This design comes from an exercise in tuning for small area, a short achievable clock period and few clock cycles on the open sky130 flow, not from production work. The RTL was checked by simulation tests, not by an equivalence proof against the original design. Power figures rest on the tool's default switching activity, not on a simulated workload.

==> inputs of run a <==
==> flow/design.v <==
module top(
    input             clk,
    input             rst,
    input             read_n,
    input             start_in,
    input             valid_input,
    input      [7:0]  r_addr,
    input      [7:0]  X_load,
    output            ry,
    output     [8:0]  data_out,
    output            finish
);
  reg [1:0] ph;
  always @(posedge clk or negedge rst)
    if (!rst) ph <= 2'd0;
    else      ph <= ph + 2'd1;
  wire [1:0] col_head = 2'd0 - ph;    
  reg [3:0] sl;
  always @(posedge clk or negedge rst)
    if (!rst) sl <= 4'b0100;
    else      sl <= {sl[0], sl[3:1]};
  reg       loading;
  reg [4:0] cnt;
  reg [1:0] jslot;      
  reg       fin_r;
  always @(posedge clk or negedge rst)
    if (!rst) begin
      loading <= 1'b0;
      cnt     <= 5'd0;
      jslot   <= 2'd3;
      fin_r   <= 1'b0;
    end else begin
      fin_r <= valid_input & loading & (cnt == 5'd31);
      if (start_in) begin
        loading <= 1'b1;
        cnt     <= 5'd0;
        jslot   <= jslot + 2'd1;
      end else if (valid_input & loading) begin
        cnt <= cnt + 5'd1;
        if (cnt == 5'd31) loading <= 1'b0;
      end
    end
  reg [7:0] xb0, xb1, xb2, xb3;
  reg [2:0] kb0, kb1, kb2, kb3;
  reg [3:0] pend;
  wire       vin = valid_input & loading;
  wire [3:0] ld  = {4{vin}} & (4'b0001 << cnt[1:0]);
  always @(posedge clk) begin
    if (ld[0]) begin xb0 <= X_load; kb0 <= cnt[4:2]; end
    if (ld[1]) begin xb1 <= X_load; kb1 <= cnt[4:2]; end
    if (ld[2]) begin xb2 <= X_load; kb2 <= cnt[4:2]; end
    if (ld[3]) begin xb3 <= X_load; kb3 <= cnt[4:2]; end
  end
  always @(posedge clk or negedge rst)
    if (!rst) pend <= 4'd0;
    else      pend <= ld | (pend & ~sl);
  function [6:0] coef;
    input [1:0] c;
    input [2:0] k;
    begin
      case ({c, k})
        5'd0:  coef = 7'b1100011;
        5'd1:  coef = 7'b1000000;
        5'd2:  coef = 7'b0110110;
        5'd3:  coef = 7'b1001110;
        5'd4:  coef = 7'b1101101;
        5'd5:  coef = 7'b1010101;
        5'd6:  coef = 7'b1000011;
        5'd7:  coef = 7'b0100110;
        5'd8:  coef = 7'b1011010;
        5'd9:  coef = 7'b0110000;
        5'd10: coef = 7'b1001000;
        5'd11: coef = 7'b1110001;
        5'd12: coef = 7'b1101011;
        5'd13: coef = 7'b1110011;
        5'd14: coef = 7'b1111000;
        5'd15: coef = 7'b1101000;
        5'd16: coef = 7'b0000000;
        5'd17: coef = 7'b0000000;
        5'd18: coef = 7'b0001011;
        5'd19: coef = 7'b0100001;
        5'd20: coef = 7'b0000010;
        5'd21: coef = 7'b0110110;
        5'd22: coef = 7'b0101011;
        5'd23: coef = 7'b1000101;
        5'd24: coef = 7'b1110110;
        5'd25: coef = 7'b0100110;
        5'd26: coef = 7'b0101011;
        5'd27: coef = 7'b1101110;
        5'd28: coef = 7'b0101011;
        5'd29: coef = 7'b0010001;
        5'd30: coef = 7'b1000000;
        default: coef = 7'b1101101;
      endcase
    end
  endfunction
  function [9:0] digits;
    input [6:0] a;
    begin
      digits[2:0] = {a[1:0] == 2'd3, a[1:0] == 2'd2, a[1:0] == 2'd1};
      digits[5:3] = {a[3:2] == 2'd3, a[3:2] == 2'd2, a[3:2] == 2'd1};
      digits[8:6] = {a[5:4] == 2'd3, a[5:4] == 2'd2, a[5:4] == 2'd1};
      digits[9]   = a[6];
    end
  endfunction
  reg [7:0] xsel;
  reg [2:0] ksel;
  wire [3:0] sp = sl & pend;
  always @(*) begin
    xsel = ({8{sp[0]}} & xb0) | ({8{sp[1]}} & xb1) | ({8{sp[2]}} & xb2) | ({8{sp[3]}} & xb3);
    ksel = ({3{sl[0]}} & kb0) | ({3{sl[1]}} & kb1) | ({3{sl[2]}} & kb2) | ({3{sl[3]}} & kb3);
  end
  reg [7:0] xs;
  reg [9:0] x3s;
  reg [2:0] ks;
  reg       fs;
  reg       vs;
  always @(posedge clk) begin
    xs  <= xsel;
    x3s <= {2'b00, xsel} + {1'b0, xsel, 1'b0};
    ks  <= ksel;
    fs  <= (ksel == 3'd0);
  end
  always @(posedge clk or negedge rst)
    if (!rst) vs <= 1'b0;
    else      vs <= |sp;
  function [9:0] pp;
    input [2:0] d;
    input [7:0] x;
    input [9:0] x3;
    pp = ({10{d[0]}} & {2'b00, x}) | ({10{d[1]}} & {1'b0, x, 1'b0}) |
         ({10{d[2]}} & x3);
  endfunction
  function [29:0] csa4;
    input [9:0] dg;
    input [7:0] x;
    input [9:0] x3;
    reg [14:0] a, b, c, d, s1, c1, s2, c2;
    begin
      a  = {5'd0, pp(dg[2:0], x, x3)};
      b  = {3'd0, pp(dg[5:3], x, x3), 2'd0};
      c  = {1'd0, pp(dg[8:6], x, x3), 4'd0};
      d  = {1'd0, {8{dg[9]}} & x, 6'd0};
      s1 = a ^ b ^ c;
      c1 = {(a[13:0] & b[13:0]) | (a[13:0] & c[13:0]) | (b[13:0] & c[13:0]), 1'b0};
      s2 = s1 ^ c1 ^ d;
      c2 = {(s1[13:0] & c1[13:0]) | (s1[13:0] & d[13:0]) | (c1[13:0] & d[13:0]), 1'b0};
      csa4 = {c2, s2};
    end
  endfunction
  reg [29:0] cs0, cs1, cs2, cs3;
  wire       z1 = vs & fs;     
  always @(posedge clk) begin
    cs0 <= csa4(digits(coef(2'd0, ks)), xs, x3s);
    cs1 <= csa4(digits(coef(2'd1, ks)), xs, x3s);
    cs2 <= csa4(digits(coef(2'd2, ks)), xs, x3s);
    cs3 <= csa4(digits(coef(2'd3, ks)), xs, x3s);
  end
  reg v2;      
  reg sh;      
  always @(posedge clk or negedge rst)
    if (!rst) begin
      v2 <= 1'b0;
      sh <= 1'b0;
    end else begin
      v2 <= vs;
      sh <= vs & fs;
    end
  wire [1:0]  rsel;                    
  wire [17:0] h0, h1, h3;              
  wire [15:0] h2;
  wire [17:0] q0, q1, q3;              
  wire [15:0] q2;
  function [18:0] acc3;
    input [17:0] h;
    input [29:0] v;
    reg   [17:0] a, b, s, c;
    reg   [9:0]  lo;
    reg   [8:0]  hi;
    begin
      a   = {3'd0, v[14:0]};
      b   = {3'd0, v[29:15]};
      s   = h ^ a ^ b;
      c   = {(h[16:0] & a[16:0]) | (h[16:0] & b[16:0]) | (a[16:0] & b[16:0]), 1'b0};
      lo  = {1'b0, s[8:0]} + {1'b0, c[8:0]};
      hi  = s[17:9] + c[17:9];
      acc3 = {lo[9], hi, lo[8:0]};
    end
  endfunction
  wire [18:0] sum0 = acc3(h0, cs0);
  wire [18:0] sum1 = acc3(h1, cs1);
  wire [18:0] sum2 = acc3({2'd0, h2}, cs2);
  wire [18:0] sum3 = acc3(h3, cs3);
  ring_row #(.W(18)) u_row0 (.clk(clk), .mv(z1), .sel(rsel), .sum(sum0), .acc(h0), .head(q0));
  ring_row #(.W(18)) u_row1 (.clk(clk), .mv(z1), .sel(rsel), .sum(sum1), .acc(h1), .head(q1));
  ring_row #(.W(16)) u_row2 (.clk(clk), .mv(z1), .sel(rsel), .sum({sum2[18], sum2[15:0]}), .acc(h2), .head(q2));
  ring_row #(.W(18)) u_row3 (.clk(clk), .mv(z1), .sel(rsel), .sum(sum3), .acc(h3), .head(q3));
  reg [3:0] shd;
  always @(posedge clk or negedge rst)
    if (!rst)          shd <= 4'b1111;
    else if (start_in) shd <= 4'b0000;
    else if (sh)       shd <= shd | (4'b0001 << col_head);
  localparam S_IDLE = 2'd0, S_B0 = 2'd1, S_B1 = 2'd2, S_WAIT = 2'd3;
  reg [1:0]  st;
  reg [5:0]  pred;
  reg [1:0]  pinc;      
  reg        pfv;
  reg        ry_r;
  reg [8:0]  do_r;
  reg [17:0] pf;
  wire       nb0 = (st == S_B0);
  reg  [1:0] ra, rb;
  reg  [3:0] ta, tb;
  wire [3:0] tgt = nb0 ? tb : ta;
  wire [1:0] tn  = nb0 ? pinc : pred[5:4];
  assign rsel = nb0 ? rb : ra;
  reg [17:0] cap;
  always @(*) begin
    case (tgt[3:2])
      2'd0: cap = q0;
      2'd1: cap = q1;
      2'd2: cap = {2'd0, q2};
      default: cap = q3;
    endcase
  end
  wire busy = ~&shd | ((jslot == tn) & (loading | (|pend) | vs | v2));
  wire cap_now = ~pfv & (col_head == tgt[1:0]) & ~busy;
  wire [1:0] jslot_nx = jslot + {1'b0, start_in};
  reg  [5:0] pred_nx;
  reg  [1:0] pinc_nx;
  always @(*) begin
    pred_nx = pred;
    pinc_nx = pinc;
    if (st == S_IDLE && ~read_n) begin
      pred_nx = r_addr[5:0];
      pinc_nx = r_addr[5:4] + {1'b0, &r_addr[3:0]};
    end else if (st == S_B0) begin
      pred_nx = pred + 6'd1;
      pinc_nx = pred[5:4] + {1'b0, &pred[3:0]} + {1'b0, pred[3:0] == 4'd14};
    end
  end
  wire req     = ~read_n;
  wire hit     = (r_addr[5:0] == pred) & (pfv | cap_now);
  always @(posedge clk or negedge rst)
    if (!rst) begin
      st   <= S_IDLE;
      pred <= 6'd0;
      pinc <= 2'd0;
      ra   <= 2'd3;
      rb   <= 2'd3;
      ta   <= 4'd0;
      tb   <= 4'd1;
      pfv  <= 1'b0;
      ry_r <= 1'b0;
    end else begin
      pred <= pred_nx;
      pinc <= pinc_nx;
      ra   <= jslot_nx - pred_nx[5:4];
      ta   <= pred_nx[3:0];
      tb   <= pred_nx[3:0] + 4'd1;
      rb   <= jslot_nx - pinc_nx;
      case (st)
        S_IDLE: begin
          ry_r <= req & hit;
          if (req) st <= hit ? S_B0 : S_WAIT;
        end
        S_WAIT: begin
          ry_r <= cap_now;
          if (cap_now) st <= S_B0;
        end
        S_B0: begin
          ry_r <= 1'b1;
          st   <= S_B1;
        end
        default: begin
          ry_r <= 1'b0;
          st   <= S_IDLE;
        end
      endcase
      if ((loading & (jslot == pred[5:4])) || (st == S_IDLE && req)) pfv <= 1'b0;
      else if (st == S_B0)                                            pfv <= cap_now;
      else if (cap_now)                                               pfv <= 1'b1;
    end
  always @(posedge clk) begin
    if (cap_now) pf <= cap;
    case (st)
      S_B0:    do_r <= pf[17:9];
      S_WAIT:  do_r <= cap[8:0];
      default: do_r <= pfv ? pf[8:0] : cap[8:0];
    endcase
  end
  assign ry       = ry_r;
  assign data_out = do_r;
  assign finish   = fin_r;
endmodule
module ring_row #(parameter W = 18) (
    input              clk,
    input              mv,
    input      [1:0]   sel,
    input      [W:0]   sum,
    output     [W-1:0] acc,
    output reg [W-1:0] head
);
  reg [W-1:0] a0, a1, a2, a3;
  reg [W-1:0] b0, b1, b2, b3;
  reg [W-1:0] c0, c1, c2, c3;
  reg [W-1:0] d0, d1, d2, d3;
  reg         cy;
  always @(posedge clk) begin
    a0 <= mv ? {W{1'b0}} : a1; a1 <= a2; a3 <= sum[W-1:0]; cy <= sum[W];
    a2 <= {a3[W-1:9] + {{(W-10){1'b0}}, cy}, a3[8:0]};
    b0 <= mv ? a1 : b1;        b1 <= b2; b2 <= b3; b3 <= b0;
    c0 <= mv ? b1 : c1;        c1 <= c2; c2 <= c3; c3 <= c0;
    d0 <= mv ? c1 : d1;        d1 <= d2; d2 <= d3; d3 <= d0;
  end
  assign acc = a0;
  always @(*) begin
    case (sel)
      2'd0: head = a0;
      2'd1: head = b0;
      2'd2: head = c0;
      default: head = d0;
    endcase
  end
endmodule
==> flow/flow/run.sh <==
#!/bin/bash
set -euo pipefail
bash standard.sh SETUP_SLACK_MARGIN=5.3 finish > flow_make.log 2>&1
==> flow/standard.sh <==
#!/bin/bash
# synth_recipe.tcl (not shown) runs the flow's synth.tcl, then flattens the netlist and writes it again
# the make line also repeats each setting of config.mk as NAME=value (left out here)
make -C /OpenROAD-flow-scripts/flow DESIGN_CONFIG=/design/flow/config.mk WORK_HOME=/design/flow/orfs CLKGATE_MAP_FILE= SYNTH_SCRIPT=/design/flow/synth_recipe.tcl "${@:-finish}"
==> flow/config.mk <==
export PLATFORM = sky130hd
export DESIGN_NAME = top
export DESIGN_NICKNAME = top
export VERILOG_FILES = /design/flow/design.v
export SDC_FILE = /design/flow/constraint.sdc
export NUM_CORES = 4
export LEC_CHECK = 0
export CAP_MARGIN = 20
export CORE_MARGIN = 2
export CORE_UTILIZATION = 45
export CTS_CLUSTER_DIAMETER = 100
export CTS_CLUSTER_SIZE = 25
export SLEW_MARGIN = 20
export TNS_END_PERCENT = 10
==> flow/constraint.sdc <==
create_clock -name core_clock -period 8.0 [get_ports {clk}]
set_input_delay 1.6000 -clock core_clock [delete_from_list [all_inputs] [get_ports {clk}]]
set_output_delay 1.6000 -clock core_clock [all_outputs]
set_load 0.01 [all_outputs]
==> run b (differences from run a) <==
--- a/flow/design.v
+++ b/flow/design.v
@@ -105,9 +105,8 @@
   endfunction
   reg [7:0] xsel;
   reg [2:0] ksel;
-  wire [3:0] sp = sl & pend;
   always @(*) begin
-    xsel = ({8{sp[0]}} & xb0) | ({8{sp[1]}} & xb1) | ({8{sp[2]}} & xb2) | ({8{sp[3]}} & xb3);
+    xsel = ({8{sl[0]}} & xb0) | ({8{sl[1]}} & xb1) | ({8{sl[2]}} & xb2) | ({8{sl[3]}} & xb3);
     ksel = ({3{sl[0]}} & kb0) | ({3{sl[1]}} & kb1) | ({3{sl[2]}} & kb2) | ({3{sl[3]}} & kb3);
   end
   reg [7:0] xs;
@@ -123,7 +122,7 @@
   end
   always @(posedge clk or negedge rst)
     if (!rst) vs <= 1'b0;
-    else      vs <= |sp;
+    else      vs <= |(pend & sl);
   function [9:0] pp;
     input [2:0] d;
     input [7:0] x;
@@ -171,30 +170,14 @@
   wire [15:0] h2;
   wire [17:0] q0, q1, q3;              
   wire [15:0] q2;
-  function [18:0] acc3;
-    input [17:0] h;
-    input [29:0] v;
-    reg   [17:0] a, b, s, c;
-    reg   [9:0]  lo;
-    reg   [8:0]  hi;
-    begin
-      a   = {3'd0, v[14:0]};
-      b   = {3'd0, v[29:15]};
-      s   = h ^ a ^ b;
-      c   = {(h[16:0] & a[16:0]) | (h[16:0] & b[16:0]) | (a[16:0] & b[16:0]), 1'b0};
-      lo  = {1'b0, s[8:0]} + {1'b0, c[8:0]};
-      hi  = s[17:9] + c[17:9];
-      acc3 = {lo[9], hi, lo[8:0]};
-    end
-  endfunction
-  wire [18:0] sum0 = acc3(h0, cs0);
-  wire [18:0] sum1 = acc3(h1, cs1);
-  wire [18:0] sum2 = acc3({2'd0, h2}, cs2);
-  wire [18:0] sum3 = acc3(h3, cs3);
-  ring_row #(.W(18)) u_row0 (.clk(clk), .mv(z1), .sel(rsel), .sum(sum0), .acc(h0), .head(q0));
-  ring_row #(.W(18)) u_row1 (.clk(clk), .mv(z1), .sel(rsel), .sum(sum1), .acc(h1), .head(q1));
-  ring_row #(.W(16)) u_row2 (.clk(clk), .mv(z1), .sel(rsel), .sum({sum2[18], sum2[15:0]}), .acc(h2), .head(q2));
-  ring_row #(.W(18)) u_row3 (.clk(clk), .mv(z1), .sel(rsel), .sum(sum3), .acc(h3), .head(q3));
+  wire [17:0] sum0 = h0 + {3'd0, cs0[14:0]} + {3'd0, cs0[29:15]};
+  wire [17:0] sum1 = h1 + {3'd0, cs1[14:0]} + {3'd0, cs1[29:15]};
+  wire [15:0] sum2 = h2 + {1'd0, cs2[14:0]} + {1'd0, cs2[29:15]};
+  wire [17:0] sum3 = h3 + {3'd0, cs3[14:0]} + {3'd0, cs3[29:15]};
+  ring_row #(.W(18)) u_row0 (.clk(clk), .wr(v2), .mv(z1), .sel(rsel), .sum(sum0), .acc(h0), .head(q0));
+  ring_row #(.W(18)) u_row1 (.clk(clk), .wr(v2), .mv(z1), .sel(rsel), .sum(sum1), .acc(h1), .head(q1));
+  ring_row #(.W(16)) u_row2 (.clk(clk), .wr(v2), .mv(z1), .sel(rsel), .sum(sum2), .acc(h2), .head(q2));
+  ring_row #(.W(18)) u_row3 (.clk(clk), .wr(v2), .mv(z1), .sel(rsel), .sum(sum3), .acc(h3), .head(q3));
   reg [3:0] shd;
   always @(posedge clk or negedge rst)
     if (!rst)          shd <= 4'b1111;
@@ -209,10 +192,9 @@
   reg [8:0]  do_r;
   reg [17:0] pf;
   wire       nb0 = (st == S_B0);
-  reg  [1:0] ra, rb;
-  reg  [3:0] ta, tb;
-  wire [3:0] tgt = nb0 ? tb : ta;
+  wire [3:0] tgt = nb0 ? pred[3:0] + 4'd1 : pred[3:0];
   wire [1:0] tn  = nb0 ? pinc : pred[5:4];
+  reg  [1:0] ra, rb;
   assign rsel = nb0 ? rb : ra;
   reg [17:0] cap;
   always @(*) begin
@@ -248,16 +230,12 @@
       pinc <= 2'd0;
       ra   <= 2'd3;
       rb   <= 2'd3;
-      ta   <= 4'd0;
-      tb   <= 4'd1;
       pfv  <= 1'b0;
       ry_r <= 1'b0;
     end else begin
       pred <= pred_nx;
       pinc <= pinc_nx;
       ra   <= jslot_nx - pred_nx[5:4];
-      ta   <= pred_nx[3:0];
-      tb   <= pred_nx[3:0] + 4'd1;
       rb   <= jslot_nx - pinc_nx;
       case (st)
         S_IDLE: begin
@@ -295,9 +273,10 @@
 endmodule
 module ring_row #(parameter W = 18) (
     input              clk,
+    input              wr,
     input              mv,
     input      [1:0]   sel,
-    input      [W:0]   sum,
+    input      [W-1:0] sum,
     output     [W-1:0] acc,
     output reg [W-1:0] head
 );
@@ -305,10 +284,8 @@
   reg [W-1:0] b0, b1, b2, b3;
   reg [W-1:0] c0, c1, c2, c3;
   reg [W-1:0] d0, d1, d2, d3;
-  reg         cy;
   always @(posedge clk) begin
-    a0 <= mv ? {W{1'b0}} : a1; a1 <= a2; a3 <= sum[W-1:0]; cy <= sum[W];
-    a2 <= {a3[W-1:9] + {{(W-10){1'b0}}, cy}, a3[8:0]};
+    a0 <= mv ? {W{1'b0}} : a1; a1 <= a2; a2 <= a3; a3 <= wr ? sum : a0;
     b0 <= mv ? a1 : b1;        b1 <= b2; b2 <= b3; b3 <= b0;
     c0 <= mv ? b1 : c1;        c1 <= c2; c2 <= c3; c3 <= c0;
     d0 <= mv ? c1 : d1;        d1 <= d2; d2 <= d3; d3 <= d0;
==> flow/run.sh (new file) <==
#!/bin/bash
# synth_recipe.tcl (not shown) runs the flow's synth.tcl, then flattens the netlist and writes it again
# the make line also repeats each setting of config.mk as NAME=value (left out here)
make -C /OpenROAD-flow-scripts/flow DESIGN_CONFIG=/design/flow/config.mk WORK_HOME=/design/flow/orfs CLKGATE_MAP_FILE= SYNTH_SCRIPT=/design/flow/synth_recipe.tcl finish
- CORE_UTILIZATION: 45 -> 60
- CTS_CLUSTER_SIZE: 25 -> 28
- SETUP_SLACK_MARGIN: unset -> 5
- TNS_END_PERCENT: 10 -> unset
removed: flow/flow/run.sh
removed: flow/standard.sh
==> run c (differences from run a) <==
--- a/flow/design.v
+++ b/flow/design.v
@@ -105,9 +105,8 @@
   endfunction
   reg [7:0] xsel;
   reg [2:0] ksel;
-  wire [3:0] sp = sl & pend;
   always @(*) begin
-    xsel = ({8{sp[0]}} & xb0) | ({8{sp[1]}} & xb1) | ({8{sp[2]}} & xb2) | ({8{sp[3]}} & xb3);
+    xsel = ({8{sl[0]}} & xb0) | ({8{sl[1]}} & xb1) | ({8{sl[2]}} & xb2) | ({8{sl[3]}} & xb3);
     ksel = ({3{sl[0]}} & kb0) | ({3{sl[1]}} & kb1) | ({3{sl[2]}} & kb2) | ({3{sl[3]}} & kb3);
   end
   reg [7:0] xs;
@@ -123,7 +122,7 @@
   end
   always @(posedge clk or negedge rst)
     if (!rst) vs <= 1'b0;
-    else      vs <= |sp;
+    else      vs <= |(pend & sl);
   function [9:0] pp;
     input [2:0] d;
     input [7:0] x;
@@ -171,30 +170,14 @@
   wire [15:0] h2;
   wire [17:0] q0, q1, q3;              
   wire [15:0] q2;
-  function [18:0] acc3;
-    input [17:0] h;
-    input [29:0] v;
-    reg   [17:0] a, b, s, c;
-    reg   [9:0]  lo;
-    reg   [8:0]  hi;
-    begin
-      a   = {3'd0, v[14:0]};
-      b   = {3'd0, v[29:15]};
-      s   = h ^ a ^ b;
-      c   = {(h[16:0] & a[16:0]) | (h[16:0] & b[16:0]) | (a[16:0] & b[16:0]), 1'b0};
-      lo  = {1'b0, s[8:0]} + {1'b0, c[8:0]};
-      hi  = s[17:9] + c[17:9];
-      acc3 = {lo[9], hi, lo[8:0]};
-    end
-  endfunction
-  wire [18:0] sum0 = acc3(h0, cs0);
-  wire [18:0] sum1 = acc3(h1, cs1);
-  wire [18:0] sum2 = acc3({2'd0, h2}, cs2);
-  wire [18:0] sum3 = acc3(h3, cs3);
-  ring_row #(.W(18)) u_row0 (.clk(clk), .mv(z1), .sel(rsel), .sum(sum0), .acc(h0), .head(q0));
-  ring_row #(.W(18)) u_row1 (.clk(clk), .mv(z1), .sel(rsel), .sum(sum1), .acc(h1), .head(q1));
-  ring_row #(.W(16)) u_row2 (.clk(clk), .mv(z1), .sel(rsel), .sum({sum2[18], sum2[15:0]}), .acc(h2), .head(q2));
-  ring_row #(.W(18)) u_row3 (.clk(clk), .mv(z1), .sel(rsel), .sum(sum3), .acc(h3), .head(q3));
+  wire [17:0] sum0 = h0 + {3'd0, cs0[14:0]} + {3'd0, cs0[29:15]};
+  wire [17:0] sum1 = h1 + {3'd0, cs1[14:0]} + {3'd0, cs1[29:15]};
+  wire [15:0] sum2 = h2 + {1'd0, cs2[14:0]} + {1'd0, cs2[29:15]};
+  wire [17:0] sum3 = h3 + {3'd0, cs3[14:0]} + {3'd0, cs3[29:15]};
+  ring_row #(.W(18)) u_row0 (.clk(clk), .wr(v2), .mv(z1), .sel(rsel), .sum(sum0), .acc(h0), .head(q0));
+  ring_row #(.W(18)) u_row1 (.clk(clk), .wr(v2), .mv(z1), .sel(rsel), .sum(sum1), .acc(h1), .head(q1));
+  ring_row #(.W(16)) u_row2 (.clk(clk), .wr(v2), .mv(z1), .sel(rsel), .sum(sum2), .acc(h2), .head(q2));
+  ring_row #(.W(18)) u_row3 (.clk(clk), .wr(v2), .mv(z1), .sel(rsel), .sum(sum3), .acc(h3), .head(q3));
   reg [3:0] shd;
   always @(posedge clk or negedge rst)
     if (!rst)          shd <= 4'b1111;
@@ -209,10 +192,9 @@
   reg [8:0]  do_r;
   reg [17:0] pf;
   wire       nb0 = (st == S_B0);
-  reg  [1:0] ra, rb;
-  reg  [3:0] ta, tb;
-  wire [3:0] tgt = nb0 ? tb : ta;
+  wire [3:0] tgt = nb0 ? pred[3:0] + 4'd1 : pred[3:0];
   wire [1:0] tn  = nb0 ? pinc : pred[5:4];
+  reg  [1:0] ra, rb;
   assign rsel = nb0 ? rb : ra;
   reg [17:0] cap;
   always @(*) begin
@@ -248,16 +230,12 @@
       pinc <= 2'd0;
       ra   <= 2'd3;
       rb   <= 2'd3;
-      ta   <= 4'd0;
-      tb   <= 4'd1;
       pfv  <= 1'b0;
       ry_r <= 1'b0;
     end else begin
       pred <= pred_nx;
       pinc <= pinc_nx;
       ra   <= jslot_nx - pred_nx[5:4];
-      ta   <= pred_nx[3:0];
-      tb   <= pred_nx[3:0] + 4'd1;
       rb   <= jslot_nx - pinc_nx;
       case (st)
         S_IDLE: begin
@@ -295,9 +273,10 @@
 endmodule
 module ring_row #(parameter W = 18) (
     input              clk,
+    input              wr,
     input              mv,
     input      [1:0]   sel,
-    input      [W:0]   sum,
+    input      [W-1:0] sum,
     output     [W-1:0] acc,
     output reg [W-1:0] head
 );
@@ -305,10 +284,8 @@
   reg [W-1:0] b0, b1, b2, b3;
   reg [W-1:0] c0, c1, c2, c3;
   reg [W-1:0] d0, d1, d2, d3;
-  reg         cy;
   always @(posedge clk) begin
-    a0 <= mv ? {W{1'b0}} : a1; a1 <= a2; a3 <= sum[W-1:0]; cy <= sum[W];
-    a2 <= {a3[W-1:9] + {{(W-10){1'b0}}, cy}, a3[8:0]};
+    a0 <= mv ? {W{1'b0}} : a1; a1 <= a2; a2 <= a3; a3 <= wr ? sum : a0;
     b0 <= mv ? a1 : b1;        b1 <= b2; b2 <= b3; b3 <= b0;
     c0 <= mv ? b1 : c1;        c1 <= c2; c2 <= c3; c3 <= c0;
     d0 <= mv ? c1 : d1;        d1 <= d2; d2 <= d3; d3 <= d0;
- CTS_CLUSTER_SIZE: 25 -> 28
- TNS_END_PERCENT: 10 -> unset
==> notes <==
- Run a finished clean. Run b ran to the end with no violations. Run c produced a clean layout.
- Final cell count, lowest first: run b, run a, run c.
- The highest clock skew belongs to run a, the lowest to run b.
- First-iteration DRC count, lowest first: run a, run b, run c.
- In run a the maximum frequency is higher than in run b, by about 11%.
- Sequential share of layout area, lowest first: run c, run b, run a.
- Area after synthesis is the same in run c and run b.
- Setup slack: run b < run c < run a.
- Total power, highest first: run a, run c, run b.
- Between run b and run c, the lower die area is in run b (gap 25%, measured against run c).
==> figures <==
|  | run b | run a | run c |
|---|---|---|---|
| Largest fanout on the critical path | 5 | 1 | 4 |
| Detailed-placement wirelength estimate | 59400 µm | 56700 µm | 60100 µm |
| Final area over synthesized area | 1.085x | 1.096x | 1.123x |
| Global-route wire length before repair | 139000 µm | 138000 µm | 147000 µm |
| Fraction of the mapped netlist area in adder cells | 0.0858 | 0.0910 | 0.0858 |
| Category of the worst setup path capture point | flip-flop | primary output | flip-flop |
| Xor and xnor area share after synthesis | 0.0148 | 0.0227 | 0.0148 |
| Worst setup endpoint | pf[9] | data_out[8] | pf[9] |
| Multi-input logic portion of the cell area | 0.317 | 0.300 | 0.315 |
| Worst path arrival time | 3.49 ns | 1.21 ns | 3.44 ns |
| Average via count per standard cell | 5.59 | 5.07 | 5.21 |
| Topmost layer with routed signal wires | met4 | met5 | met4 |
| Status | finished clean | finished clean | finished clean |
| Routed length on met3 | 4040 µm | 3120 µm | 4490 µm |
| Number of placement rows | 98 | 113 | 114 |
| Post-cts resize count | 80 | 124 | 246 |
| Global placer's final weighted congestion | 0.872 | 0.859 | 0.831 |
| Total number of vias | 23500 | 22300 | 23900 |
| Hold worst-path end | u_row1.b1[10] | u_row3.c2[8] | u_row0.d1[16] |
Testbench counts of run a, summed over its fixed seeds: cycles 5,344.
Testbench counts of run b, summed over its fixed seeds: cycles 5,344.
Testbench counts of run c, summed over its fixed seeds: cycles 5,344.

static timing again, ports no longer ideal:
Ports are ideal in the flow. The routed layouts listed here were re-timed in OpenROAD. Step 1, drivers: a clkbuf_16 drives clk and a buf_2 each remaining input, both assumed. Step 2 times the ports against the registers' clock, not the clock port: input delays grow and output delays shrink by t, the midpoint of the rising clock arrivals with the driver on. Three values: ideal ports, drivers, drivers and shift; two values: the first two.
run	t, ns	setup slack, ns	worst setup path after step 2	clock arrival spread, ns
run a	0.735	5.195 / 5.127 / 4.610	input to register	0.042 / 0.042
run b	0.714	4.893 / 4.893 / 4.581	input to register	0.036 / 0.036
run c	0.714	4.924 / 4.924 / 4.691	input to register	0.037 / 0.037
After both steps every run listed still meets setup and hold. The setup slack of run a, which loses most, moves by -0.068 ns with the drivers and by -0.585 ns with both steps.
